Background: an optimization exercise with open tools, aiming at a short achievable clock period and few clock cycles. Do not read the settings as production practice.
Function not checked in this run: the RTL went through the layout flow alone.

==> flow/run.sh <==
#!/bin/bash
# synth_recipe.tcl (not shown) runs the flow's synth.tcl, then flattens the netlist and writes it again
# the make line also repeats each setting of config.mk as NAME=value (left out here)
make -C /OpenROAD-flow-scripts/flow DESIGN_CONFIG=/design/flow/config.mk WORK_HOME=/design/flow/orfs CLKGATE_MAP_FILE= SYNTH_SCRIPT=/design/flow/synth_recipe.tcl finish
==> flow/config.mk <==
export PLATFORM = sky130hd
export DESIGN_NAME = pipeline
export DESIGN_NICKNAME = pipeline
export VERILOG_FILES = /design/flow/design.v
export SDC_FILE = /design/flow/constraint.sdc
export NUM_CORES = 4
export LEC_CHECK = 0
export CAP_MARGIN = 20
export CORE_MARGIN = 2
export CORE_UTILIZATION = 40
export SLEW_MARGIN = 20
==> flow/design.v <==
typedef union packed {
    logic [7:0][7:0] byte_level;
    logic [3:0][15:0] half_level;
    logic [1:0][31:0] word_level;
} EXAMPLE_CACHE_BLOCK;
typedef enum logic [3:0] {
	INST_ADDR_MISALIGN  = 4'h0,
	INST_ACCESS_FAULT   = 4'h1,
	ILLEGAL_INST        = 4'h2,
	BREAKPOINT          = 4'h3,
	LOAD_ADDR_MISALIGN  = 4'h4,
	LOAD_ACCESS_FAULT   = 4'h5,
	STORE_ADDR_MISALIGN = 4'h6,
	STORE_ACCESS_FAULT  = 4'h7,
	ECALL_U_MODE        = 4'h8,
	ECALL_S_MODE        = 4'h9,
	NO_ERROR            = 4'ha,  
	ECALL_M_MODE        = 4'hb,
	INST_PAGE_FAULT     = 4'hc,
	LOAD_PAGE_FAULT     = 4'hd,
	HALTED_ON_WFI       = 4'he,  
	STORE_PAGE_FAULT    = 4'hf
} EXCEPTION_CODE;
typedef enum logic [1:0] {
	OPA_IS_RS1  = 2'h0,
	OPA_IS_NPC  = 2'h1,
	OPA_IS_PC   = 2'h2,
	OPA_IS_ZERO = 2'h3
} ALU_OPA_SELECT;
typedef enum logic [3:0] {
	OPB_IS_RS2    = 4'h0,
	OPB_IS_I_IMM  = 4'h1,
	OPB_IS_S_IMM  = 4'h2,
	OPB_IS_B_IMM  = 4'h3,
	OPB_IS_U_IMM  = 4'h4,
	OPB_IS_J_IMM  = 4'h5,
	OPB_FROM_MEM  = 4'h6,
	OPB_FROM_WB   = 4'h7
} ALU_OPB_SELECT;
typedef enum logic [3:0] {
	N_FORWARD = 4'h0,
	MEM_EX_A = 4'h1,
	MEM_EX_B = 4'h2,
	WB_EX_A = 4'h3,
	WB_EX_B = 4'h4,
	WB_EX_A_HALT = 4'h5,
	WB_EX_B_HALT = 4'h6,
	MEM_A_WB_B = 4'h7,
	MEM_B_WB_A = 4'h8,
	MEM_A_MEM_B = 4'h9,
	WB_A_WB_B = 4'ha
} FORWARD_TYPE;
typedef enum logic {
	N_STRUCTURAL_HAZARD = 1'b0,
	STRUCTURAL_HAZARD = 1'b1
} STRUCTURAL_HAZARD_TYPE;
typedef enum logic [1:0] {
	DEST_RD = 2'h0,
	DEST_NONE  = 2'h1
} DEST_REG_SEL;
typedef enum logic [4:0] {
	ALU_ADD     = 5'h00,
	ALU_SUB     = 5'h01,
	ALU_SLT     = 5'h02,
	ALU_SLTU    = 5'h03,
	ALU_AND     = 5'h04,
	ALU_OR      = 5'h05,
	ALU_XOR     = 5'h06,
	ALU_SLL     = 5'h07,
	ALU_SRL     = 5'h08,
	ALU_SRA     = 5'h09,
	ALU_MUL     = 5'h0a,
	ALU_MULH    = 5'h0b,
	ALU_MULHSU  = 5'h0c,
	ALU_MULHU   = 5'h0d,
	ALU_DIV     = 5'h0e,
	ALU_DIVU    = 5'h0f,
	ALU_REM     = 5'h10,
	ALU_REMU    = 5'h11
} ALU_FUNC;
typedef enum logic [1:0] {
	BUS_NONE     = 2'h0,
	BUS_LOAD     = 2'h1,
	BUS_STORE    = 2'h2
} BUS_COMMAND;
typedef enum logic [1:0] {
	BYTE = 2'h0,
	HALF = 2'h1,
	WORD = 2'h2,
	DOUBLE = 2'h3
} MEM_SIZE;
typedef union packed {
	logic [31:0] inst;
	struct packed {
		logic [6:0] funct7;
		logic [4:0] rs2;
		logic [4:0] rs1;
		logic [2:0] funct3;
		logic [4:0] rd;
		logic [6:0] opcode;
	} r;  
	struct packed {
		logic [11:0] imm;
		logic [4:0]  rs1;  
		logic [2:0]  funct3;
		logic [4:0]  rd;   
		logic [6:0]  opcode;
	} i;  
	struct packed {
		logic [6:0] off;  
		logic [4:0] rs2;  
		logic [4:0] rs1;  
		logic [2:0] funct3;
		logic [4:0] set;  
		logic [6:0] opcode;
	} s;  
	struct packed {
		logic       of;  
		logic [5:0] s;    
		logic [4:0] rs2; 
		logic [4:0] rs1; 
		logic [2:0] funct3;
		logic [3:0] et;  
		logic       f;   
		logic [6:0] opcode;
	} b;  
	struct packed {
		logic [19:0] imm;
		logic [4:0]  rd;
		logic [6:0]  opcode;
	} u;  
	struct packed {
		logic       of;  
		logic [9:0] et;  
		logic       s;   
		logic [7:0] f;	 
		logic [4:0] rd;  
		logic [6:0] opcode;
	} j;   
} INST;  
typedef struct packed {
	logic valid;  
    INST  inst;   
	logic [32-1:0] NPC;  
	logic [32-1:0] PC;   
	logic [4:0] EX_dest_reg_idx;
	logic [4:0] MEM_dest_reg_idx;
	INST EX_inst;
	INST MEM_inst;
} IF_ID_PACKET;
typedef struct packed {
	logic [32-1:0] NPC;    
	logic [32-1:0] PC;     
	logic [32-1:0] rs1_value;     
	logic [32-1:0] rs2_value;     
	ALU_OPA_SELECT opa_select;  
	ALU_OPB_SELECT opb_select;  
	INST inst;                  
	logic [4:0] dest_reg_idx;   
	ALU_FUNC    alu_func;       
	logic       rd_mem;         
	logic       wr_mem;         
	logic       cond_branch;    
	logic       uncond_branch;  
	logic       halt;           
	logic       illegal;        
	logic       csr_op;         
	logic       valid;          
	FORWARD_TYPE	forward;
	STRUCTURAL_HAZARD_TYPE	s_hazard;
	logic [32-1:0] MEM_value;     
	logic [32-1:0] WB_value;     
} ID_EX_PACKET;
typedef struct packed {
	logic [32-1:0] alu_result;  
	logic [32-1:0] NPC;  
	logic             take_branch;  
	logic [32-1:0] rs2_value;
	logic             rd_mem, wr_mem;
	logic [4:0]       dest_reg_idx;
	logic             halt, illegal, csr_op, valid;
	logic [2:0]       mem_size;  
	STRUCTURAL_HAZARD_TYPE	s_hazard;
	INST 			  inst;  
} EX_MEM_PACKET;
localparam RV32_instr_width_gp    = 32;
localparam RV32_reg_data_width_gp = 32;
localparam RV32_reg_addr_width_gp = 5;
localparam RV32_shamt_width_gp    = 5;
localparam RV32_opcode_width_gp   = 7;
localparam RV32_funct3_width_gp   = 3;
localparam RV32_funct7_width_gp   = 7;
localparam RV32_Iimm_width_gp     = 12;
localparam RV32_Simm_width_gp     = 12;
localparam RV32_Bimm_width_gp     = 12;
localparam RV32_Uimm_width_gp     = 20;
localparam RV32_Jimm_width_gp     = 20;
`timescale 1ns/100ps
module regfile(
        input   [4:0] rda_idx, rdb_idx, wr_idx,     
        input  [32-1:0] wr_data,             
        input         wr_en, wr_clk,
        output logic [32-1:0] rda_out, rdb_out     
      );
  logic    [31:0] [32-1:0] registers;    
  wire   [32-1:0] rda_reg = registers[rda_idx];
  wire   [32-1:0] rdb_reg = registers[rdb_idx];
  always_comb
    if (rda_idx == 5'd0)
      rda_out = 0;
    else if (wr_en && (wr_idx == rda_idx))
      rda_out = wr_data;   
    else
      rda_out = rda_reg;
  always_comb
    if (rdb_idx == 5'd0)
      rdb_out = 0;
    else if (wr_en && (wr_idx == rdb_idx))
      rdb_out = wr_data;   
    else
      rdb_out = rdb_reg;
  always_ff @(posedge wr_clk)
    if (wr_en) begin
      registers[wr_idx] <=  wr_data;
    end
endmodule  
`timescale 1ns/100ps
module if_stage(
	input         clock,                   
	input         reset,                   
	input         mem_wb_valid_inst,       
	input         ex_mem_take_branch,       
	input  [32-1:0] ex_mem_target_pc,         
	input  [63:0] Imem2proc_data,           
	input FORWARD_TYPE forward,
	input STRUCTURAL_HAZARD_TYPE s_hazard,
	output logic [32-1:0] proc2Imem_addr,     
	output IF_ID_PACKET if_packet_out          
);
	logic    [32-1:0] PC_reg;              
	logic    [32-1:0] PC_plus_4;
	logic    [32-1:0] next_PC;
	logic           PC_enable;
	logic out_valid;
	assign proc2Imem_addr = {PC_reg[32-1:3], 3'b0};
	assign if_packet_out.inst = (s_hazard == STRUCTURAL_HAZARD) ? 32'h00000013 : (PC_reg[2] ? Imem2proc_data[63:32] : Imem2proc_data[31:0]);
	assign if_packet_out.valid = (s_hazard == STRUCTURAL_HAZARD) ? 0 : 1;
	assign PC_plus_4 = PC_reg + 4;
	assign next_PC = ex_mem_take_branch ? ex_mem_target_pc : PC_plus_4;
	assign PC_enable = (if_packet_out.valid & (s_hazard != STRUCTURAL_HAZARD) & (forward != WB_EX_A_HALT) & (forward != WB_EX_B_HALT)) | ex_mem_take_branch ;
	assign if_packet_out.NPC = PC_plus_4;
	assign if_packet_out.PC  = PC_reg;
	always_ff @(posedge clock) begin
		if(reset)
			PC_reg <=  0;        
		else if(PC_enable)
			PC_reg <=  next_PC;  
	end   
endmodule   
`timescale 1ns/100ps
module decoder(
	input IF_ID_PACKET if_packet,
	output ALU_OPA_SELECT opa_select,
	output ALU_OPB_SELECT opb_select,
	output DEST_REG_SEL   dest_reg,  
	output ALU_FUNC       alu_func,
	output logic rd_mem, wr_mem, cond_branch, uncond_branch,
	output logic csr_op,     
	output logic halt,       
	output logic illegal,     
	output logic valid_inst   
);
	INST inst;
	logic valid_inst_in;
	assign inst          = if_packet.inst;
	assign valid_inst_in = if_packet.valid;
	assign valid_inst    = valid_inst_in & ~illegal;
	always_comb begin
		opa_select = OPA_IS_RS1;
		opb_select = OPB_IS_RS2;
		alu_func = ALU_ADD;
		dest_reg = DEST_NONE;
		csr_op = 1'h0;
		rd_mem = 1'h0;
		wr_mem = 1'h0;
		cond_branch = 1'h0;
		uncond_branch = 1'h0;
		halt = 1'h0;
		illegal = 1'h0;
		if(valid_inst_in) begin  
			casez (inst) 
				{{20{1'b?}},{5{1'b?}},7'b0110111}: begin
					dest_reg   = DEST_RD;
					opa_select = OPA_IS_ZERO;
					opb_select = OPB_IS_U_IMM;
				end
				{{20{1'b?}},{5{1'b?}},7'b0010111}: begin
					dest_reg   = DEST_RD;
					opa_select = OPA_IS_PC;
					opb_select = OPB_IS_U_IMM;
				end
				{{20{1'b?}},{5{1'b?}},7'b1101111}: begin
					dest_reg      = DEST_RD;
					opa_select    = OPA_IS_PC;
					opb_select    = OPB_IS_J_IMM;
					uncond_branch = 1'h1;
				end
				{{12{1'b?}},{5{1'b?}},3'b000,{5{1'b?}},7'b1100111}: begin
					dest_reg      = DEST_RD;
					opa_select    = OPA_IS_RS1;
					opb_select    = OPB_IS_I_IMM;
					uncond_branch = 1'h1;
				end
				{{7{1'b?}},{5{1'b?}},{5{1'b?}},3'b000,{5{1'b?}},7'b1100011}, {{7{1'b?}},{5{1'b?}},{5{1'b?}},3'b001,{5{1'b?}},7'b1100011}, {{7{1'b?}},{5{1'b?}},{5{1'b?}},3'b100,{5{1'b?}},7'b1100011}, {{7{1'b?}},{5{1'b?}},{5{1'b?}},3'b101,{5{1'b?}},7'b1100011},
				{{7{1'b?}},{5{1'b?}},{5{1'b?}},3'b110,{5{1'b?}},7'b1100011}, {{7{1'b?}},{5{1'b?}},{5{1'b?}},3'b111,{5{1'b?}},7'b1100011}: begin
					opa_select  = OPA_IS_PC;
					opb_select  = OPB_IS_B_IMM;
					cond_branch = 1'h1;
				end
				{{12{1'b?}},{5{1'b?}},3'b000,{5{1'b?}},7'b0000011}, {{12{1'b?}},{5{1'b?}},3'b001,{5{1'b?}},7'b0000011}, {{12{1'b?}},{5{1'b?}},3'b010,{5{1'b?}},7'b0000011},
				{{12{1'b?}},{5{1'b?}},3'b100,{5{1'b?}},7'b0000011}, {{12{1'b?}},{5{1'b?}},3'b101,{5{1'b?}},7'b0000011}: begin
					dest_reg   = DEST_RD;
					opb_select = OPB_IS_I_IMM;
					rd_mem     = 1'h1;
				end
				{{7{1'b?}},{5{1'b?}},{5{1'b?}},3'b000,{5{1'b?}},7'b0100011}, {{7{1'b?}},{5{1'b?}},{5{1'b?}},3'b001,{5{1'b?}},7'b0100011}, {{7{1'b?}},{5{1'b?}},{5{1'b?}},3'b010,{5{1'b?}},7'b0100011}: begin
					opb_select = OPB_IS_S_IMM;
					wr_mem     = 1'h1;
				end
				{{12{1'b?}},{5{1'b?}},3'b000,{5{1'b?}},7'b0010011}: begin
					dest_reg   = DEST_RD;
					opb_select = OPB_IS_I_IMM;
				end
				{{12{1'b?}},{5{1'b?}},3'b010,{5{1'b?}},7'b0010011}: begin
					dest_reg   = DEST_RD;
					opb_select = OPB_IS_I_IMM;
					alu_func   = ALU_SLT;
				end
				{{12{1'b?}},{5{1'b?}},3'b011,{5{1'b?}},7'b0010011}: begin
					dest_reg   = DEST_RD;
					opb_select = OPB_IS_I_IMM;
					alu_func   = ALU_SLTU;
				end
				{{12{1'b?}},{5{1'b?}},3'b111,{5{1'b?}},7'b0010011}: begin
					dest_reg   = DEST_RD;
					opb_select = OPB_IS_I_IMM;
					alu_func   = ALU_AND;
				end
				{{12{1'b?}},{5{1'b?}},3'b110,{5{1'b?}},7'b0010011}: begin
					dest_reg   = DEST_RD;
					opb_select = OPB_IS_I_IMM;
					alu_func   = ALU_OR;
				end
				{{12{1'b?}},{5{1'b?}},3'b100,{5{1'b?}},7'b0010011}: begin
					dest_reg   = DEST_RD;
					opb_select = OPB_IS_I_IMM;
					alu_func   = ALU_XOR;
				end
				{7'b0000000, {5{1'b?}},  {5{1'b?}},3'b001, {5{1'b?}},7'b0010011}: begin
					dest_reg   = DEST_RD;
					opb_select = OPB_IS_I_IMM;
					alu_func   = ALU_SLL;
				end
				{7'b0000000, {5{1'b?}},  {5{1'b?}},3'b101, {5{1'b?}},7'b0010011}: begin
					dest_reg   = DEST_RD;
					opb_select = OPB_IS_I_IMM;
					alu_func   = ALU_SRL;
				end
				{7'b0100000, {5{1'b?}},  {5{1'b?}},3'b101, {5{1'b?}},7'b0010011}: begin
					dest_reg   = DEST_RD;
					opb_select = OPB_IS_I_IMM;
					alu_func   = ALU_SRA;
				end
				{7'b0000000, {5{1'b?}},  {5{1'b?}},3'b000, {5{1'b?}},7'b0110011}: begin
					dest_reg   = DEST_RD;
				end
				{7'b0100000, {5{1'b?}},  {5{1'b?}},3'b000, {5{1'b?}},7'b0110011}: begin
					dest_reg   = DEST_RD;
					alu_func   = ALU_SUB;
				end
				{7'b0000000, {5{1'b?}},  {5{1'b?}},3'b010, {5{1'b?}},7'b0110011}: begin
					dest_reg   = DEST_RD;
					alu_func   = ALU_SLT;
				end
				{7'b0000000, {5{1'b?}},  {5{1'b?}},3'b011, {5{1'b?}},7'b0110011}: begin
					dest_reg   = DEST_RD;
					alu_func   = ALU_SLTU;
				end
				{7'b0000000, {5{1'b?}},  {5{1'b?}},3'b111, {5{1'b?}},7'b0110011}: begin
					dest_reg   = DEST_RD;
					alu_func   = ALU_AND;
				end
				{7'b0000000, {5{1'b?}},  {5{1'b?}},3'b110, {5{1'b?}},7'b0110011}: begin
					dest_reg   = DEST_RD;
					alu_func   = ALU_OR;
				end
				{7'b0000000, {5{1'b?}},  {5{1'b?}},3'b100, {5{1'b?}},7'b0110011}: begin
					dest_reg   = DEST_RD;
					alu_func   = ALU_XOR;
				end
				{7'b0000000, {5{1'b?}},  {5{1'b?}},3'b001, {5{1'b?}},7'b0110011}: begin
					dest_reg   = DEST_RD;
					alu_func   = ALU_SLL;
				end
				{7'b0000000, {5{1'b?}},  {5{1'b?}},3'b101, {5{1'b?}},7'b0110011}: begin
					dest_reg   = DEST_RD;
					alu_func   = ALU_SRL;
				end
				{7'b0100000, {5{1'b?}},  {5{1'b?}},3'b101, {5{1'b?}},7'b0110011}: begin
					dest_reg   = DEST_RD;
					alu_func   = ALU_SRA;
				end
				{7'b0000001, {5{1'b?}},  {5{1'b?}},3'b000, {5{1'b?}},7'b0110011}: begin
					dest_reg   = DEST_RD;
					alu_func   = ALU_MUL;
				end
				{7'b0000001, {5{1'b?}},  {5{1'b?}},3'b001, {5{1'b?}},7'b0110011}: begin
					dest_reg   = DEST_RD;
					alu_func   = ALU_MULH;
				end
				{7'b0000001, {5{1'b?}},  {5{1'b?}},3'b010, {5{1'b?}},7'b0110011}: begin
					dest_reg   = DEST_RD;
					alu_func   = ALU_MULHSU;
				end
				{7'b0000001, {5{1'b?}},  {5{1'b?}},3'b011, {5{1'b?}},7'b0110011}: begin
					dest_reg   = DEST_RD;
					alu_func   = ALU_MULHU;
				end
				{{12{1'b?}},{5{1'b?}},3'b001,{5{1'b?}},7'b1110011}, {{12{1'b?}},{5{1'b?}},3'b010,{5{1'b?}},7'b1110011}, {{12{1'b?}},{5{1'b?}},3'b011,{5{1'b?}},7'b1110011}: begin
					csr_op = 1'h1;
				end
				0: begin
				end
				{12'b000100000101, 13'b0, 7'b1110011}: begin
					halt = 1'h1;
				end
				default: illegal = 1'h1;
		endcase  
		end  
	end  
endmodule  
module id_stage(         
	input         clock,               
	input         reset,               
	input         wb_reg_wr_en_out,     
	input  [4:0] wb_reg_wr_idx_out,   
	input  [32-1:0] wb_reg_wr_data_out,   
	input  IF_ID_PACKET if_id_packet_in,
	output ID_EX_PACKET id_packet_out
);
	logic local_halt;
	ID_EX_PACKET local_halt_id_packet_out;
	ID_EX_PACKET local_id_packet_out;
    assign local_id_packet_out.NPC  = if_id_packet_in.NPC;
    assign local_id_packet_out.PC   = if_id_packet_in.PC;
	DEST_REG_SEL dest_reg_select; 
	regfile regf_0 (
		.rda_idx(if_id_packet_in.inst.r.rs1),
		.rda_out(local_id_packet_out.rs1_value), 
		.rdb_idx(if_id_packet_in.inst.r.rs2),
		.rdb_out(local_id_packet_out.rs2_value),
		.wr_clk(clock),
		.wr_en(wb_reg_wr_en_out),
		.wr_idx(wb_reg_wr_idx_out),
		.wr_data(wb_reg_wr_data_out)
	);
	decoder decoder_0 (
		.if_packet(if_id_packet_in),
		.opa_select(local_id_packet_out.opa_select),
		.opb_select(local_id_packet_out.opb_select),
		.alu_func(local_id_packet_out.alu_func),
		.dest_reg(dest_reg_select),
		.rd_mem(local_id_packet_out.rd_mem),
		.wr_mem(local_id_packet_out.wr_mem),
		.cond_branch(local_id_packet_out.cond_branch),
		.uncond_branch(local_id_packet_out.uncond_branch),
		.csr_op(local_id_packet_out.csr_op),
		.halt(local_id_packet_out.halt),
		.illegal(local_id_packet_out.illegal),
		.valid_inst(local_id_packet_out.valid)
	);
	always_comb begin
		casez (dest_reg_select)
			DEST_RD:    local_id_packet_out.dest_reg_idx = if_id_packet_in.inst.r.rd;
			DEST_NONE:  local_id_packet_out.dest_reg_idx = 5'd0;
			default:    local_id_packet_out.dest_reg_idx = 5'd0; 
		endcase
	end
	logic EX_dest_equal_rs1;
	logic EX_dest_equal_rs2;
	logic MEM_dest_equal_rs1;
	logic MEM_dest_equal_rs2;
	logic inst_use_mem;
	logic EX_inst_load;
	logic EX_inst_read_only;
	logic MEM_inst_read_only;
	assign EX_dest_equal_rs1 = (if_id_packet_in.EX_dest_reg_idx == if_id_packet_in.inst.r.rs1) && !EX_inst_read_only && (if_id_packet_in.inst.r.rs1 != 5'd0);  
	assign EX_dest_equal_rs2 = (if_id_packet_in.EX_dest_reg_idx == if_id_packet_in.inst.r.rs2) && !EX_inst_read_only && (if_id_packet_in.inst.r.rs2 != 5'd0);  
	assign MEM_dest_equal_rs1 = (if_id_packet_in.MEM_dest_reg_idx == if_id_packet_in.inst.r.rs1) && !MEM_inst_read_only && (if_id_packet_in.inst.r.rs1 != 5'd0);  
	assign MEM_dest_equal_rs2 = (if_id_packet_in.MEM_dest_reg_idx == if_id_packet_in.inst.r.rs2) && !MEM_inst_read_only && (if_id_packet_in.inst.r.rs2 != 5'd0);  
	always_comb begin
		casez(if_id_packet_in.inst)
			{{12{1'b?}},{5{1'b?}},3'b000,{5{1'b?}},7'b0000011}, {{12{1'b?}},{5{1'b?}},3'b001,{5{1'b?}},7'b0000011}, {{12{1'b?}},{5{1'b?}},3'b010,{5{1'b?}},7'b0000011}, {{12{1'b?}},{5{1'b?}},3'b100,{5{1'b?}},7'b0000011}, {{12{1'b?}},{5{1'b?}},3'b101,{5{1'b?}},7'b0000011}, {{7{1'b?}},{5{1'b?}},{5{1'b?}},3'b000,{5{1'b?}},7'b0100011}, {{7{1'b?}},{5{1'b?}},{5{1'b?}},3'b001,{5{1'b?}},7'b0100011}, {{7{1'b?}},{5{1'b?}},{5{1'b?}},3'b010,{5{1'b?}},7'b0100011}: inst_use_mem = 1;
			default: inst_use_mem = 0;
		endcase
		casez(if_id_packet_in.EX_inst)
			{{12{1'b?}},{5{1'b?}},3'b000,{5{1'b?}},7'b0000011}, {{12{1'b?}},{5{1'b?}},3'b001,{5{1'b?}},7'b0000011}, {{12{1'b?}},{5{1'b?}},3'b010,{5{1'b?}},7'b0000011}, {{12{1'b?}},{5{1'b?}},3'b100,{5{1'b?}},7'b0000011}, {{12{1'b?}},{5{1'b?}},3'b101,{5{1'b?}},7'b0000011}: EX_inst_load = 1;
			default: EX_inst_load = 0;
		endcase
		casez(if_id_packet_in.EX_inst)
			{{20{1'b?}},{5{1'b?}},7'b1101111}, {{12{1'b?}},{5{1'b?}},3'b000,{5{1'b?}},7'b1100111}, {{7{1'b?}},{5{1'b?}},{5{1'b?}},3'b000,{5{1'b?}},7'b1100011}, {{7{1'b?}},{5{1'b?}},{5{1'b?}},3'b001,{5{1'b?}},7'b1100011}, {{7{1'b?}},{5{1'b?}},{5{1'b?}},3'b100,{5{1'b?}},7'b1100011}, {{7{1'b?}},{5{1'b?}},{5{1'b?}},3'b101,{5{1'b?}},7'b1100011}, {{7{1'b?}},{5{1'b?}},{5{1'b?}},3'b110,{5{1'b?}},7'b1100011}, {{7{1'b?}},{5{1'b?}},{5{1'b?}},3'b111,{5{1'b?}},7'b1100011}, {{7{1'b?}},{5{1'b?}},{5{1'b?}},3'b000,{5{1'b?}},7'b0100011}, {{7{1'b?}},{5{1'b?}},{5{1'b?}},3'b001,{5{1'b?}},7'b0100011}, {{7{1'b?}},{5{1'b?}},{5{1'b?}},3'b010,{5{1'b?}},7'b0100011}: EX_inst_read_only = 1;
			default: EX_inst_read_only = 0;
		endcase
		casez(if_id_packet_in.MEM_inst)
			{{20{1'b?}},{5{1'b?}},7'b1101111}, {{12{1'b?}},{5{1'b?}},3'b000,{5{1'b?}},7'b1100111}, {{7{1'b?}},{5{1'b?}},{5{1'b?}},3'b000,{5{1'b?}},7'b1100011}, {{7{1'b?}},{5{1'b?}},{5{1'b?}},3'b001,{5{1'b?}},7'b1100011}, {{7{1'b?}},{5{1'b?}},{5{1'b?}},3'b100,{5{1'b?}},7'b1100011}, {{7{1'b?}},{5{1'b?}},{5{1'b?}},3'b101,{5{1'b?}},7'b1100011}, {{7{1'b?}},{5{1'b?}},{5{1'b?}},3'b110,{5{1'b?}},7'b1100011}, {{7{1'b?}},{5{1'b?}},{5{1'b?}},3'b111,{5{1'b?}},7'b1100011}, {{7{1'b?}},{5{1'b?}},{5{1'b?}},3'b000,{5{1'b?}},7'b0100011}, {{7{1'b?}},{5{1'b?}},{5{1'b?}},3'b001,{5{1'b?}},7'b0100011}, {{7{1'b?}},{5{1'b?}},{5{1'b?}},3'b010,{5{1'b?}},7'b0100011}: MEM_inst_read_only = 1;
			default: MEM_inst_read_only = 0;
		endcase
	end
	assign local_id_packet_out.inst = ( if_id_packet_in.inst == 0 ) ? 32'h00000013 : if_id_packet_in.inst;
	always_comb begin
		local_halt_id_packet_out.NPC = if_id_packet_in.NPC;
		local_halt_id_packet_out.PC = if_id_packet_in.PC;
		local_halt_id_packet_out.rs1_value = 0;
		local_halt_id_packet_out.rs2_value = 0;
		local_halt_id_packet_out.opa_select = OPA_IS_RS1;
		local_halt_id_packet_out.opb_select = OPB_IS_RS2;
		local_halt_id_packet_out.inst = 32'h00000013;
		local_halt_id_packet_out.dest_reg_idx = 5'd0;
		local_halt_id_packet_out.alu_func = ALU_ADD;
		local_halt_id_packet_out.rd_mem = 1'h0;
		local_halt_id_packet_out.wr_mem = 1'h0;
		local_halt_id_packet_out.cond_branch = 1'h0;
		local_halt_id_packet_out.uncond_branch = 1'h0;
		local_halt_id_packet_out.halt = 1'h0;
		local_halt_id_packet_out.illegal = 1'h0;
		local_halt_id_packet_out.csr_op = 1'h0;
		local_halt_id_packet_out.valid = 1'h0;
		local_halt_id_packet_out.s_hazard = local_id_packet_out.s_hazard;
		local_halt_id_packet_out.MEM_value = 0;
		local_halt_id_packet_out.WB_value = 0;
		local_halt_id_packet_out.forward = N_FORWARD;
		local_id_packet_out.forward = N_FORWARD;
		if (inst_use_mem) begin
			local_id_packet_out.s_hazard = STRUCTURAL_HAZARD;
		end
		else begin
			local_id_packet_out.s_hazard = N_STRUCTURAL_HAZARD;
		end
		if (EX_inst_load) begin
			if (EX_dest_equal_rs1) begin
				local_halt = 1'b1;
				local_halt_id_packet_out.forward = WB_EX_A_HALT;
			end
			else if (EX_dest_equal_rs2) begin
				local_halt = 1'b1;
				local_halt_id_packet_out.forward = WB_EX_B_HALT;
			end
			else if (MEM_dest_equal_rs1 && MEM_dest_equal_rs2) begin
				local_halt = 1'b0;
				local_id_packet_out.forward = WB_A_WB_B;
				local_halt_id_packet_out.forward = N_FORWARD;
			end
			else if (MEM_dest_equal_rs1 && !MEM_dest_equal_rs2) begin
				local_halt = 1'b0;
				local_id_packet_out.forward = WB_EX_A;
				local_halt_id_packet_out.forward = N_FORWARD;
			end
			else if (MEM_dest_equal_rs2 && !MEM_dest_equal_rs1) begin
				local_halt = 1'b0;
				local_id_packet_out.forward = WB_EX_B;
				local_halt_id_packet_out.forward = N_FORWARD;
			end
			else begin
				local_halt = 1'b0;
				local_id_packet_out.forward = N_FORWARD;
				local_halt_id_packet_out.forward = N_FORWARD;
			end
		end
		else begin
			local_halt_id_packet_out.forward = N_FORWARD;
			if (EX_dest_equal_rs1 && EX_dest_equal_rs2) begin
				local_halt = 1'b0;
				local_id_packet_out.forward = MEM_A_MEM_B;
			end
			else if (EX_dest_equal_rs1 && MEM_dest_equal_rs2) begin
				local_halt = 1'b0;
				local_id_packet_out.forward = MEM_A_WB_B;
			end
			else if (EX_dest_equal_rs2 && MEM_dest_equal_rs1) begin
				local_halt = 1'b0;
				local_id_packet_out.forward = MEM_B_WB_A;
			end 
			else if (MEM_dest_equal_rs1 && MEM_dest_equal_rs2) begin
				local_halt = 1'b0;
				local_id_packet_out.forward = WB_A_WB_B;
			end
			else if (EX_dest_equal_rs1) begin
				local_halt = 1'b0;
				local_id_packet_out.forward = MEM_EX_A;
			end
			else if (EX_dest_equal_rs2) begin
				local_halt = 1'b0;
				local_id_packet_out.forward = MEM_EX_B;
			end
			else if (MEM_dest_equal_rs1) begin
				local_halt = 1'b0;
				local_id_packet_out.forward = WB_EX_A;
			end
			else if (MEM_dest_equal_rs2) begin
				local_halt = 1'b0;
				local_id_packet_out.forward = WB_EX_B;
			end
			else begin
				local_halt = 1'b0;
				local_id_packet_out.forward = N_FORWARD;
			end
		end
	end
	assign id_packet_out = local_halt ? local_halt_id_packet_out : local_id_packet_out;
endmodule  
`timescale 1ns/100ps
module alu(
	input [32-1:0] opa,
	input [32-1:0] opb,
	input ALU_FUNC func,
	output logic [32-1:0] result
);
	wire signed [32-1:0] signed_opa, signed_opb;
	wire signed [2*32-1:0] signed_mul, mixed_mul;
	wire        [2*32-1:0] unsigned_mul;
	assign signed_opa = opa;
	assign signed_opb = opb;
	assign signed_mul = signed_opa * signed_opb;
	assign unsigned_mul = opa * opb;
	assign mixed_mul = signed_opa * opb;
	always_comb begin
		case (func)
			ALU_ADD:      result = opa + opb;
			ALU_SUB:      result = opa - opb;
			ALU_AND:      result = opa & opb;
			ALU_SLT:      result = signed_opa < signed_opb;
			ALU_SLTU:     result = opa < opb;
			ALU_OR:       result = opa | opb;
			ALU_XOR:      result = opa ^ opb;
			ALU_SRL:      result = opa >> opb[4:0];
			ALU_SLL:      result = opa << opb[4:0];
			ALU_SRA:      result = signed_opa >>> opb[4:0];  
			ALU_MUL:      result = signed_mul[32-1:0];
			ALU_MULH:     result = signed_mul[2*32-1:32];
			ALU_MULHSU:   result = mixed_mul[2*32-1:32];
			ALU_MULHU:    result = unsigned_mul[2*32-1:32];
			default:      result = 32'hfacebeec;   
		endcase
	end
endmodule  
module brcond( 
	input [32-1:0] rs1,     
	input [32-1:0] rs2,
	input  [2:0] func,   
	output logic cond     
);
	logic signed [32-1:0] signed_rs1, signed_rs2;
	assign signed_rs1 = rs1;
	assign signed_rs2 = rs2;
	always_comb begin
		cond = 0;
		case (func)
			3'b000: cond = signed_rs1 == signed_rs2;   
			3'b001: cond = signed_rs1 != signed_rs2;   
			3'b100: cond = signed_rs1 < signed_rs2;    
			3'b101: cond = signed_rs1 >= signed_rs2;   
			3'b110: cond = rs1 < rs2;                  
			3'b111: cond = rs1 >= rs2;                 
		endcase
	end
endmodule  
module ex_stage(
	input clock,                
	input reset,                
	input ID_EX_PACKET   id_ex_packet_in,
	output EX_MEM_PACKET ex_packet_out
);
	assign ex_packet_out.NPC = id_ex_packet_in.NPC;
	assign ex_packet_out.rd_mem = id_ex_packet_in.rd_mem;
	assign ex_packet_out.wr_mem = id_ex_packet_in.wr_mem;
	assign ex_packet_out.dest_reg_idx = id_ex_packet_in.dest_reg_idx;
	assign ex_packet_out.halt = id_ex_packet_in.halt;
	assign ex_packet_out.illegal = id_ex_packet_in.illegal;
	assign ex_packet_out.csr_op = id_ex_packet_in.csr_op;
	assign ex_packet_out.valid = id_ex_packet_in.valid;  
	assign ex_packet_out.mem_size = id_ex_packet_in.inst.r.funct3;
	assign ex_packet_out.s_hazard = id_ex_packet_in.s_hazard;
	assign ex_packet_out.inst = id_ex_packet_in.inst;
	logic [32-1:0] opa_mux_out, opb_mux_out;
	logic [32-1:0] br_rs1, br_rs2;
	logic brcond_result;
	always_comb begin
		opa_mux_out = 32'hdeadfbac;
		case (id_ex_packet_in.opa_select)
			OPA_IS_RS1: begin
				case (id_ex_packet_in.forward)
					MEM_EX_A, MEM_A_WB_B, MEM_A_MEM_B: opa_mux_out = id_ex_packet_in.MEM_value;
					WB_EX_A, WB_EX_A_HALT, MEM_B_WB_A, WB_A_WB_B:  opa_mux_out = id_ex_packet_in.WB_value;
					default: opa_mux_out = id_ex_packet_in.rs1_value;
				endcase
			end					
			OPA_IS_NPC:  opa_mux_out = id_ex_packet_in.NPC;
			OPA_IS_PC:   opa_mux_out = id_ex_packet_in.PC;
			OPA_IS_ZERO: opa_mux_out = 0;
		endcase
	end
	always_comb begin
		opb_mux_out = 32'hfacefeed;
		ex_packet_out.rs2_value = id_ex_packet_in.rs2_value;
		case (id_ex_packet_in.opb_select)
			OPB_IS_RS2:   begin
				case (id_ex_packet_in.forward)
					MEM_EX_B, MEM_B_WB_A, MEM_A_MEM_B: opb_mux_out = id_ex_packet_in.MEM_value;
					WB_EX_B, WB_EX_B_HALT, MEM_A_WB_B, WB_A_WB_B:  opb_mux_out = id_ex_packet_in.WB_value;
					default:  opb_mux_out = id_ex_packet_in.rs2_value;
				endcase
			end
			OPB_IS_I_IMM: opb_mux_out = {{21{id_ex_packet_in.inst[31]}},id_ex_packet_in.inst[30:20]};
			OPB_IS_S_IMM: begin
				opb_mux_out = {{21{id_ex_packet_in.inst[31]}},id_ex_packet_in.inst[30:25],id_ex_packet_in.inst[11:7]};
				case (id_ex_packet_in.forward)
					MEM_EX_B, MEM_B_WB_A: ex_packet_out.rs2_value = id_ex_packet_in.MEM_value;
					WB_EX_B, WB_EX_B_HALT, MEM_A_WB_B:  ex_packet_out.rs2_value = id_ex_packet_in.WB_value;
					default:  ex_packet_out.rs2_value = id_ex_packet_in.rs2_value;
				endcase
			end
			OPB_IS_B_IMM: opb_mux_out = {{20{id_ex_packet_in.inst[31]}},id_ex_packet_in.inst[7],id_ex_packet_in.inst[30:25],id_ex_packet_in.inst[11:8], {1'b0}};
			OPB_IS_U_IMM: opb_mux_out = {id_ex_packet_in.inst[31:12], {12{1'b0}}};
			OPB_IS_J_IMM: opb_mux_out = {{12{id_ex_packet_in.inst[31]}},id_ex_packet_in.inst[19:12],id_ex_packet_in.inst[20],id_ex_packet_in.inst[30:21], {1'b0}};
		endcase 
	end
	alu alu_0 ( 
		.opa(opa_mux_out),
		.opb(opb_mux_out),
		.func(id_ex_packet_in.alu_func),
		.result(ex_packet_out.alu_result)
	);
	always_comb begin
		case (id_ex_packet_in.forward)
			MEM_EX_A: begin
				br_rs1 = id_ex_packet_in.MEM_value;
				br_rs2 = id_ex_packet_in.rs2_value;
			end
			WB_EX_A, WB_EX_A_HALT: begin
				br_rs1 = id_ex_packet_in.WB_value;
				br_rs2 = id_ex_packet_in.rs2_value;
			end
			MEM_EX_B: begin
				br_rs1 = id_ex_packet_in.rs1_value;
				br_rs2 = id_ex_packet_in.MEM_value;
			end
			WB_EX_B, WB_EX_B_HALT: begin
				br_rs1 = id_ex_packet_in.rs1_value;
				br_rs2 = id_ex_packet_in.WB_value;
			end
			MEM_A_WB_B: begin
				br_rs1 = id_ex_packet_in.MEM_value;
				br_rs2 = id_ex_packet_in.WB_value;
			end
			MEM_B_WB_A: begin
				br_rs2 = id_ex_packet_in.MEM_value;
				br_rs1 = id_ex_packet_in.WB_value;
			end
			default: begin 
				br_rs1 = id_ex_packet_in.rs1_value;
				br_rs2 = id_ex_packet_in.rs2_value;
			end
		endcase
	end
	brcond brcond ( 
		.rs1(br_rs1), 
		.rs2(br_rs2),
		.func(id_ex_packet_in.inst.b.funct3),  
		.cond(brcond_result)
	);
	assign ex_packet_out.take_branch = id_ex_packet_in.uncond_branch
		                          || (id_ex_packet_in.cond_branch & brcond_result);
endmodule  
`timescale 1ns/100ps
module mem_stage(
	input         clock,               
	input         reset,               
	input  EX_MEM_PACKET ex_mem_packet_in,       
	input  [32-1:0] Dmem2proc_data,
	output logic [32-1:0] mem_result_out,       
	output logic [1:0] proc2Dmem_command,
	output MEM_SIZE proc2Dmem_size,
	output logic [32-1:0] proc2Dmem_addr,       
	output logic [32-1:0] proc2Dmem_data       
);
	assign proc2Dmem_command =
	                        (ex_mem_packet_in.wr_mem & ex_mem_packet_in.valid) ? BUS_STORE :
							(ex_mem_packet_in.rd_mem & ex_mem_packet_in.valid) ? BUS_LOAD :
	                        BUS_NONE;
	assign proc2Dmem_size = MEM_SIZE'(ex_mem_packet_in.mem_size[1:0]);	 
	assign proc2Dmem_data = ex_mem_packet_in.rs2_value;
	assign proc2Dmem_addr = ex_mem_packet_in.alu_result;	
	always_comb begin
		mem_result_out = ex_mem_packet_in.alu_result;
		if (ex_mem_packet_in.rd_mem) begin
			if (~ex_mem_packet_in.mem_size[2]) begin  
				if (ex_mem_packet_in.mem_size[1:0] == 2'b0)
					mem_result_out = {{(32-8){Dmem2proc_data[7]}}, Dmem2proc_data[7:0]};
				else if  (ex_mem_packet_in.mem_size[1:0] == 2'b01) 
					mem_result_out = {{(32-16){Dmem2proc_data[15]}}, Dmem2proc_data[15:0]};
				else mem_result_out = Dmem2proc_data;
			end else begin
				if (ex_mem_packet_in.mem_size[1:0] == 2'b0)
					mem_result_out = {{(32-8){1'b0}}, Dmem2proc_data[7:0]};
				else if  (ex_mem_packet_in.mem_size[1:0] == 2'b01)
					mem_result_out = {{(32-16){1'b0}}, Dmem2proc_data[15:0]};
				else mem_result_out = Dmem2proc_data;
			end
		end
	end
endmodule  
`timescale 1ns/100ps
module wb_stage(
    input         clock,                 
    input         reset,                 
    input  [32-1:0] mem_wb_NPC,             
    input  [32-1:0] mem_wb_result,         
    input         mem_wb_take_branch, 
    input   [4:0] mem_wb_dest_reg_idx,   
    input         mem_wb_valid_inst,
    output logic [32-1:0] reg_wr_data_out,       
    output logic [4:0] reg_wr_idx_out,         
    output logic       reg_wr_en_out           
  );
  wire   [32-1:0] result_mux;
  assign result_mux = (mem_wb_take_branch) ? mem_wb_NPC : mem_wb_result;
  assign reg_wr_en_out  = mem_wb_dest_reg_idx != 5'd0;
  assign reg_wr_idx_out = mem_wb_dest_reg_idx;
  assign reg_wr_data_out = result_mux;
endmodule  
`timescale 1ns/100ps
module pipeline (
	input         clock,                     
	input         reset,                     
	input [3:0]   mem2proc_response,         
	input [63:0]  mem2proc_data,             
	input [3:0]   mem2proc_tag,               
	output logic [1:0]  proc2mem_command,     
	output logic [32-1:0] proc2mem_addr,       
	output logic [63:0] proc2mem_data,       
	output MEM_SIZE proc2mem_size,           
	output logic [3:0]  pipeline_completed_insts,
	output EXCEPTION_CODE   pipeline_error_status,
	output logic [4:0]  pipeline_commit_wr_idx,
	output logic [32-1:0] pipeline_commit_wr_data,
	output logic        pipeline_commit_wr_en,
	output logic [32-1:0] pipeline_commit_NPC
);
	logic [32-1:0] if_NPC_out;
	logic [31:0] if_IR_out;
	logic        if_valid_inst_out;
	logic [32-1:0] if_id_NPC;
	logic [31:0] if_id_IR;
	logic        if_id_valid_inst;
	logic [32-1:0] id_ex_NPC;
	logic [31:0] id_ex_IR;
	logic        id_ex_valid_inst;
	logic [32-1:0] ex_mem_NPC;
	logic [31:0] ex_mem_IR;
	logic        ex_mem_valid_inst;
	logic [32-1:0] mem_wb_NPC;
	logic [31:0] mem_wb_IR;
	logic        mem_wb_valid_inst;
	logic   if_id_enable, id_ex_enable, ex_mem_enable, mem_wb_enable;
	logic [32-1:0] proc2Imem_addr;
	IF_ID_PACKET if_packet;
	IF_ID_PACKET if_id_packet;
	ID_EX_PACKET id_packet;
	ID_EX_PACKET id_ex_packet;
	EX_MEM_PACKET ex_packet;
	EX_MEM_PACKET ex_mem_packet;
	logic [32-1:0] mem_result_out;
	logic [32-1:0] proc2Dmem_addr;
	logic [32-1:0] proc2Dmem_data;
	logic [1:0]  proc2Dmem_command;
	MEM_SIZE proc2Dmem_size;
	logic        mem_wb_halt;
	logic        mem_wb_illegal;
	logic  [4:0] mem_wb_dest_reg_idx;
	logic [32-1:0] mem_wb_result;
	logic        mem_wb_take_branch;
	logic [32-1:0] wb_reg_wr_data_out;
	logic  [4:0] wb_reg_wr_idx_out;
	logic        wb_reg_wr_en_out;
	assign pipeline_completed_insts = {3'b0, mem_wb_valid_inst};
	assign pipeline_error_status =  mem_wb_illegal             ? ILLEGAL_INST :
	                                mem_wb_halt                ? HALTED_ON_WFI :
	                                (mem2proc_response==4'h0)  ? LOAD_ACCESS_FAULT :
	                                NO_ERROR;
	assign pipeline_commit_wr_idx = wb_reg_wr_idx_out;
	assign pipeline_commit_wr_data = wb_reg_wr_data_out;
	assign pipeline_commit_wr_en = wb_reg_wr_en_out;
	assign pipeline_commit_NPC = mem_wb_NPC;
	assign proc2mem_command =
	     (proc2Dmem_command == BUS_NONE) ? BUS_LOAD : proc2Dmem_command;
	assign proc2mem_addr =
	     (proc2Dmem_command == BUS_NONE) ? proc2Imem_addr : proc2Dmem_addr;
	assign proc2mem_size =
	     (proc2Dmem_command == BUS_NONE) ? DOUBLE : proc2Dmem_size;
	assign proc2mem_data = {32'b0, proc2Dmem_data};
	assign if_NPC_out        = if_packet.NPC;
	assign if_IR_out         = if_packet.inst;
	assign if_valid_inst_out = if_packet.valid;
	if_stage if_stage_0 (
		.clock (clock),
		.reset (reset),
		.mem_wb_valid_inst(mem_wb_valid_inst),
		.ex_mem_take_branch(ex_mem_packet.take_branch),
		.ex_mem_target_pc(ex_mem_packet.alu_result),
		.Imem2proc_data(mem2proc_data),
		.forward(id_packet.forward),
		.s_hazard(ex_mem_packet.valid ? ex_mem_packet.s_hazard : N_STRUCTURAL_HAZARD),
		.proc2Imem_addr(proc2Imem_addr),
		.if_packet_out(if_packet)
	);
	assign if_id_NPC        = if_id_packet.NPC;
	assign if_id_IR         = if_id_packet.inst;
	assign if_id_valid_inst = if_id_packet.valid;
	assign if_id_enable = ( (id_packet.forward == WB_EX_A_HALT || id_packet.forward == WB_EX_B_HALT) && (id_ex_IR != 32'h00000013) )? 1'b0 : 1'b1; 
	always_ff @(posedge clock) begin
		if (reset) begin 
			if_id_packet.inst  <=  32'h00000013;
			if_id_packet.valid <=  1'h0;
            if_id_packet.NPC   <=  0;
            if_id_packet.PC    <=  0;
			if_id_packet.EX_dest_reg_idx <=  0;
			if_id_packet.MEM_dest_reg_idx <=  0;
			if_id_packet.EX_inst <=  32'h00000013;
			if_id_packet.MEM_inst <=  32'h00000013;
		end else begin 
			if (if_id_enable) begin
				if ((!ex_mem_packet.take_branch)) begin
					if_id_packet <=  {if_packet.valid, if_packet.inst, if_packet.NPC, if_packet.PC, id_packet.dest_reg_idx, ex_packet.dest_reg_idx, id_packet.inst, ex_packet.inst}; 
				end
				else begin
					if_id_packet <=  {1'h0, 32'h00000013, if_packet.NPC, if_packet.PC, 5'd0, 5'd0, 32'h00000013, 32'h00000013}; 
				end
			end  
			else begin
				if ((!ex_mem_packet.take_branch)) begin
					if_id_packet <=  {if_id_packet.valid && (!ex_mem_packet.take_branch), if_id_packet.inst, if_id_packet.NPC, if_id_packet.PC, id_packet.dest_reg_idx, ex_packet.dest_reg_idx, id_packet.inst, ex_packet.inst}; 
				end
				else begin
					if_id_packet <=  {1'h0, 32'h00000013, if_packet.NPC, if_packet.PC, 5'd0, 5'd0, 32'h00000013, 32'h00000013}; 
				end
			end
		end
	end  
	id_stage id_stage_0 ( 
		.clock(clock),
		.reset(reset),
		.if_id_packet_in(if_id_packet),
		.wb_reg_wr_en_out   (wb_reg_wr_en_out),
		.wb_reg_wr_idx_out  (wb_reg_wr_idx_out),
		.wb_reg_wr_data_out (wb_reg_wr_data_out),
		.id_packet_out(id_packet)
	);
	assign id_ex_NPC        = id_ex_packet.NPC;
	assign id_ex_IR         = id_ex_packet.inst;
	assign id_ex_valid_inst = id_ex_packet.valid;
	assign id_ex_enable = 1'b1;  
	always_ff @(posedge clock) begin
		if (reset) begin
			id_ex_packet <=  {{32{1'b0}}, {32{1'b0}}, {32{1'b0}}, {32{1'b0}}, OPA_IS_RS1, OPB_IS_RS2, 32'h00000013, 5'd0, ALU_ADD, 1'b0, 1'b0, 1'b0, 1'b0, 1'b0, 1'b0, 1'b0, 1'b0, N_FORWARD, N_STRUCTURAL_HAZARD, {32{1'b0}}, {32{1'b0}}}; 
		end else begin  
			if (id_ex_enable) begin
				if ((!ex_mem_packet.take_branch)) begin
					id_ex_packet <=  {id_packet.NPC, id_packet.PC, id_packet.rs1_value, id_packet.rs2_value, id_packet.opa_select, id_packet.opb_select, id_packet.inst, id_packet.dest_reg_idx, id_packet.alu_func, id_packet.rd_mem, id_packet.wr_mem, id_packet.cond_branch, id_packet.uncond_branch, id_packet.halt, id_packet.illegal, id_packet.csr_op, id_packet.valid, id_packet.forward, id_packet.s_hazard, ex_packet.alu_result, mem_result_out};
				end
				else begin
						id_ex_packet <=  {{32{1'b0}}, {32{1'b0}}, {32{1'b0}}, {32{1'b0}}, OPA_IS_RS1, OPB_IS_RS2, 32'h00000013, 5'd0, ALU_ADD, 1'b0, 1'b0, 1'b0, 1'b0, 1'b0, 1'b0, 1'b0, 1'b0, N_FORWARD, N_STRUCTURAL_HAZARD, {32{1'b0}}, {32{1'b0}}};
				end
			end  
		end  
	end  
	ex_stage ex_stage_0 (
		.clock(clock),
		.reset(reset),
		.id_ex_packet_in(id_ex_packet),
		.ex_packet_out(ex_packet)
	);
	assign ex_mem_NPC        = ex_mem_packet.NPC;
	assign ex_mem_valid_inst = ex_mem_packet.valid;
	assign ex_mem_enable = 1'b1;  
	always_ff @(posedge clock) begin
		if (reset) begin
			ex_mem_IR     <=  32'h00000013;
			ex_mem_packet <=  0;
		end else begin
			if (ex_mem_enable)   begin
				ex_mem_IR     <=  id_ex_IR;
				if ((!ex_mem_packet.take_branch)) begin
					ex_mem_packet <=  {
						ex_packet.alu_result,
						ex_packet.NPC,
						ex_packet.take_branch,
						ex_packet.rs2_value,
						ex_packet.rd_mem,
						ex_packet.wr_mem,
						ex_packet.dest_reg_idx,
						ex_packet.halt,
						ex_packet.illegal,
						ex_packet.csr_op,
						ex_packet.valid,
						ex_packet.mem_size,
						ex_packet.s_hazard,
						ex_packet.inst
					};
				end
				else begin
					ex_mem_IR     <=  32'h00000013;
					ex_mem_packet      <=  0;
					ex_mem_packet.inst <=  32'h00000013;
				end
			end  
		end  
	end  
	mem_stage mem_stage_0 ( 
		.clock(clock),
		.reset(reset),
		.ex_mem_packet_in(ex_mem_packet),
		.Dmem2proc_data(mem2proc_data[32-1:0]),
		.mem_result_out(mem_result_out),
		.proc2Dmem_command(proc2Dmem_command),
		.proc2Dmem_size(proc2Dmem_size),
		.proc2Dmem_addr(proc2Dmem_addr),
		.proc2Dmem_data(proc2Dmem_data)
	);
	assign mem_wb_enable = 1'b1;  
	always_ff @(posedge clock) begin
		if (reset) begin
			mem_wb_NPC          <=  0;
			mem_wb_IR           <=  32'h00000013;
			mem_wb_halt         <=  0;
			mem_wb_illegal      <=  0;
			mem_wb_valid_inst   <=  0;
			mem_wb_dest_reg_idx <=  5'd0;
			mem_wb_take_branch  <=  0;
			mem_wb_result       <=  0;
		end else begin
			if (mem_wb_enable) begin
				mem_wb_NPC          <=  ex_mem_packet.NPC;
				mem_wb_IR           <=  ex_mem_IR;
				mem_wb_halt         <=  ex_mem_packet.halt;
				mem_wb_illegal      <=  ex_mem_packet.illegal;
				mem_wb_valid_inst   <=  ex_mem_packet.valid;
				mem_wb_dest_reg_idx <=  ex_mem_packet.dest_reg_idx;
				mem_wb_take_branch  <=  ex_mem_packet.take_branch;
				mem_wb_result       <=  mem_result_out;
			end  
		end  
	end  
	wb_stage wb_stage_0 (
		.clock(clock),
		.reset(reset),
		.mem_wb_NPC(mem_wb_NPC),
		.mem_wb_result(mem_wb_result),
		.mem_wb_dest_reg_idx(mem_wb_dest_reg_idx),
		.mem_wb_take_branch(mem_wb_take_branch),
		.mem_wb_valid_inst(mem_wb_valid_inst),
		.reg_wr_data_out(wb_reg_wr_data_out),
		.reg_wr_idx_out(wb_reg_wr_idx_out),
		.reg_wr_en_out(wb_reg_wr_en_out)
	);
endmodule   
==> flow/constraint.sdc <==
create_clock -name core_clock -period 20.0 [get_ports {clock}]
set_input_delay 4.0000 -clock core_clock [delete_from_list [all_inputs] [get_ports {clock}]]
set_output_delay 4.0000 -clock core_clock [all_outputs]
set_load 0.01 [all_outputs]
==> flow_metrics.env <==
export IMPL_status="timing/DRC/antenna clean"
export IMPL_post_cts_buffers=0
export IMPL_worstHoldPathType="reg2reg"
export IMPL_fin_crit_ns=13.82
export IMPL_synth_xor_xnor_area_share_pct=1.23
export IMPL_synthSimpleGateAreaFrac_pct=11.7
export IMPL_cp_start_kind="flip-flop"
export IMPL_wl_met2_um=245000
export IMPL_relSlewSlack_pct=12.9
export IMPL_finalCritPeriodShare_pct=69.1
export IMPL_nets=15746
export IMPL_top_register="id_stage_0.regf_0.registers"
export IMPL_core_area_um2=349000
export IMPL_rr_worst_depth=33
export IMPL_drt_wl_total_um=552000
export IMPL_ys_ff_latch=1558
export IMPL_required_ns=20.62
export IMPL_crit_top_cell="fa_1"
export IMPL_drive_gt1_share_pct=10.6
export IMPL_drtPass1Iterations=10
export IMPL_slew_violations=0
export IMPL_cts_made_buffers=174
export IMPL_drc_errors=0
export IMPL_cts_root_buffer="clkbuf_16"
export IMPL_worstHoldPathCells=1
export IMPL_clock_sinks=1558
export IMPL_synth_top_family_by_area="adder cells"
export IMPL_finalHoldWorstSlack_ns=0.415
export IMPL_overflow=0
export IMPL_place_ws_ns=6.87
export IMPL_r2r_start="id_ex_packet[66]"
export IMPL_dpl_instance_area_um2=147000
export IMPL_setup_viol=0
export IMPL_drv_cap=0
export IMPL_rsz0062_at_grt="no"
export IMPL_wl_per_cell_um=29.9
export IMPL_rows=217
export IMPL_synth_edf_count=1024
export IMPL_globalplace_congestion=1.07
export IMPL_grt_max_degree=171
export IMPL_path_max_fanout=62
export IMPL_yosys_warnings=75
export IMPL_start_util_pct=40.2
export IMPL_grt_usage_pct=30.7
export IMPL_maxUsedRoutingLayer="met5"
export IMPL_reg_top3="id_stage_0.regf_0.registers (1024), id_ex_packet (212), if_id_packet (143)"
export IMPL_ys_types=104
export IMPL_grt_pass1_vias=109788
export IMPL_fill_cells=33753
export IMPL_synth_avg_cell_area_um2=9.99
export IMPL_timing_rr_end="id_ex_packet[53]"
export IMPL_hold_end="id_ex_packet[252]"
export IMPL_max_slew_worst_pin_slew_ns=1.31
export IMPL_htreeDepth=4
export IMPL_dp_hpwl_um=393000
export IMPL_path_class="reg2reg"
export IMPL_ant_nets=0
export IMPL_grt_pass1_wl_um=791000
export IMPL_syn_cell_area_um2=140000
export IMPL_synthMuxAreaShare_pct=11.9
export IMPL_fin_worst_skew_ns=0.124
export IMPL_setup_tns_final_ns=0
export IMPL_cp_end_kind="flip-flop"
export IMPL_rrSetupSlack_ns=6.18
export IMPL_fin_area_um2=153000
export IMPL_fin_ws_ns=6.18
export IMPL_ys_flop_type="edfxtp_1"
export IMPL_via_per_inst=5.99
export IMPL_die_y_um=596
export IMPL_wl_met3_um=56300
export IMPL_largest_reg_flops=1024
export IMPL_drt_met1_wl_um=207000
export IMPL_tritoncts="built"
export IMPL_crit_slowest_cell="a222oi_1"
export IMPL_async_flop_share_pct=0
export IMPL_clockBufferDepth=4
export IMPL_drt_iter0_markers=13668
export IMPL_vias=110425
export IMPL_dpl_cell_count=18101
export IMPL_synth_compound_area_share_pct=11.9
export IMPL_clkLatencyLatePin_ns=0.89
export IMPL_hold_viol=0
export IMPL_io_buffers=212
export IMPL_antenna_found_initial=36
export IMPL_synth_fa_ha_area_share_pct=25.7
export IMPL_cts_resized=0
export IMPL_chipWidth_um=596
export IMPL_max_freq_mhz=72.3
export IMPL_max_stage_delay_ns=1.04
export IMPL_io_pins=252
export IMPL_ys_seq_area_share_pct=29.6
export IMPL_syn2layout_area_growth_pct=9.14
export IMPL_path_clk_slew_ns=0.07
export IMPL_cp_arrival_ns=14.44
export IMPL_final_cells=18423
export IMPL_dieArea_um2=355000
export IMPL_min_delay_start="if_id_packet[137]"
export IMPL_synthCells=14032
export IMPL_cts_hold_buf=0
-- synth_stat cells (all sizes together), types with 20 or more instances --
library cell,instances,share of area (%)
nand3,100,0.36
and3,54,0.24
nand2,1556,4.2
edfxtp,1024,22
a211oi,266,1.4
clkbuf,823,2.2
o21a,31,0.17
xor2,65,0.41
inv,1804,4.8
a31oi,59,0.28
and2,185,0.83
o21ai,798,2.9
nand2b,59,0.26
ha,518,4.6
o21bai,28,0.15
o22ai,66,0.29
nor3,122,0.44
nor4,25,0.12
mux4,640,10
fa,1473,21
o211ai,42,0.22
a22o,39,0.24
or3,24,0.11
xnor2,131,0.82
nand4,56,0.25
a21o,84,0.45
nor2,1414,3.8
o31ai,20,0.11
a221o,45,0.32
buf,263,0.98
a22oi,58,0.31
dfxtp,534,7.6
mux2i,168,1.2
a21oi,864,3.1
nor2b,174,0.78
or2,20,0.089
mux2,48,0.39
a221oi,91,0.70
-- critical path: cells and delay by family (launching register included) --
family / cells / cell delay, ns
buffers and inverters: 10 / 2.28
DFF: 1 / 0.31
xor gates and xnor gates: 2 / 0.37
and+or+nand+nor: 4 / 0.96
adders and majority gates: 9 / 4.09
AOI/OAI and AO/OA: 8 / 5.44
-- how the worst max path moves through the flow --
stage / start / end / slack, ns / cells after the start
floorplan: mem_wb_dest_reg_idx[0] / id_stage_0.regf_0.registers[416] / 1.92 / 13
global placement: id_ex_packet[66] / id_ex_packet[53] / 6.91 / 33
detailed placement: id_ex_packet[66] / id_ex_packet[63] / 6.87 / 36
CTS: id_ex_packet[66] / id_ex_packet[63] / 6.77 / 36
global route: id_ex_packet[66] / id_ex_packet[60] / 6.19 / 36
finish: id_ex_packet[66] / id_ex_packet[53] / 6.18 / 33
-- per-stage QoR --
step	utilization, %
6_report	43.8
5_1_grt	43.8
4_1_cts	43.8
3_5_place_dp	42.2
3_3_place_gp	42.2
2_1_floorplan	-
-- layer usage --
metal	track usage (%)	up-vias
met1	39.0	55914
met2	47.4	6007
met3	7.15	1518
met5	0	-
li1	-	46970
met4	19.2	16
-- cells by family after synthesis --
logic type / count (synthesis)
compound gates: 2685
xor+xnor: 196
fa+ha+maj: 1991
buf+inv: 2901
flops: 1558
mux: 856
other cells: 1
simple gates: 3844
-- cell type report --
type,count,area (um^2),area share [%]
Antenna cell,10,25.0,0.0164
Clock buffer,224,4720,3.09
Clock inverter,85,772,0.504
Inverter,1815,6820,4.46
Multi-Input combinational cell,9607,88800,58.0
Sequential cell,1558,41500,27.1
Tap cell,4599,5750,3.76
Timing Repair Buffer,525,4650,3.04
-- cells in the final DEF, fill, tap and decap left out, types with 31 or more instances in the layout --
| cell | instances |
|---|---|
| fa_1 | 1473 |
| ha_1 | 518 |
| a221oi_1 | 68 |
| mux4_2 | 640 |
| xor2_1 | 64 |
| a211oi_1 | 262 |
| mux2i_1 | 134 |
| a21o_1 | 84 |
| clkinv_1 | 44 |
| nand2_1 | 1544 |
| a22o_1 | 39 |
| dfxtp_1 | 518 |
| xnor2_1 | 131 |
| inv_1 | 1775 |
| edfxtp_1 | 1024 |
| mux2i_4 | 33 |
| clkbuf_16 | 175 |
| clkbuf_1 | 33 |
| a21oi_1 | 860 |
| a31oi_1 | 49 |
| a22oi_1 | 58 |
| clkdlybuf4s50_1 | 211 |
| nand4_1 | 56 |
| buf_4 | 298 |
| mux2_2 | 48 |
| o22ai_1 | 66 |
| nor3_1 | 116 |
| o21ai_0 | 771 |
| nor2b_1 | 172 |
| o211ai_1 | 42 |
| nand3_1 | 100 |
| o21a_1 | 31 |
| and3_1 | 54 |
| nand2b_1 | 53 |
| conb_1 | 35 |
| nor2_1 | 1388 |
| a221o_1 | 44 |
| and2_1 | 183 |

-- what the ideal ports hide --
The results above use ideal ports. As a check the final layout listed here was re-extracted and re-timed, cells and wires unchanged. Step 1 assumes that a clkbuf_16 drives the clock port and a buf_2 every other input. Step 2 moves the port delays by t, midway between the first and last clock arrival at a register: inputs arrive t later, outputs are due t later. That takes back most of the time a late clock gives input paths. a / b / c = ideal ports / drivers / drivers and shift; a / b = the first two.
shift t [ns]: 0.919
setup WS [ns]: 6.177 / 6.177 / 6.177
worst hold slack (ns): 0.415 / 0.415 / 0.415
worst register clock-pin slew, ns: 0.08 / 0.08
worst slew at a driven data input, ns: 0.08
After both steps this run still meets setup and hold. The setup slack of this run moves by 0.000 ns with the drivers and by 0.000 ns with both steps.
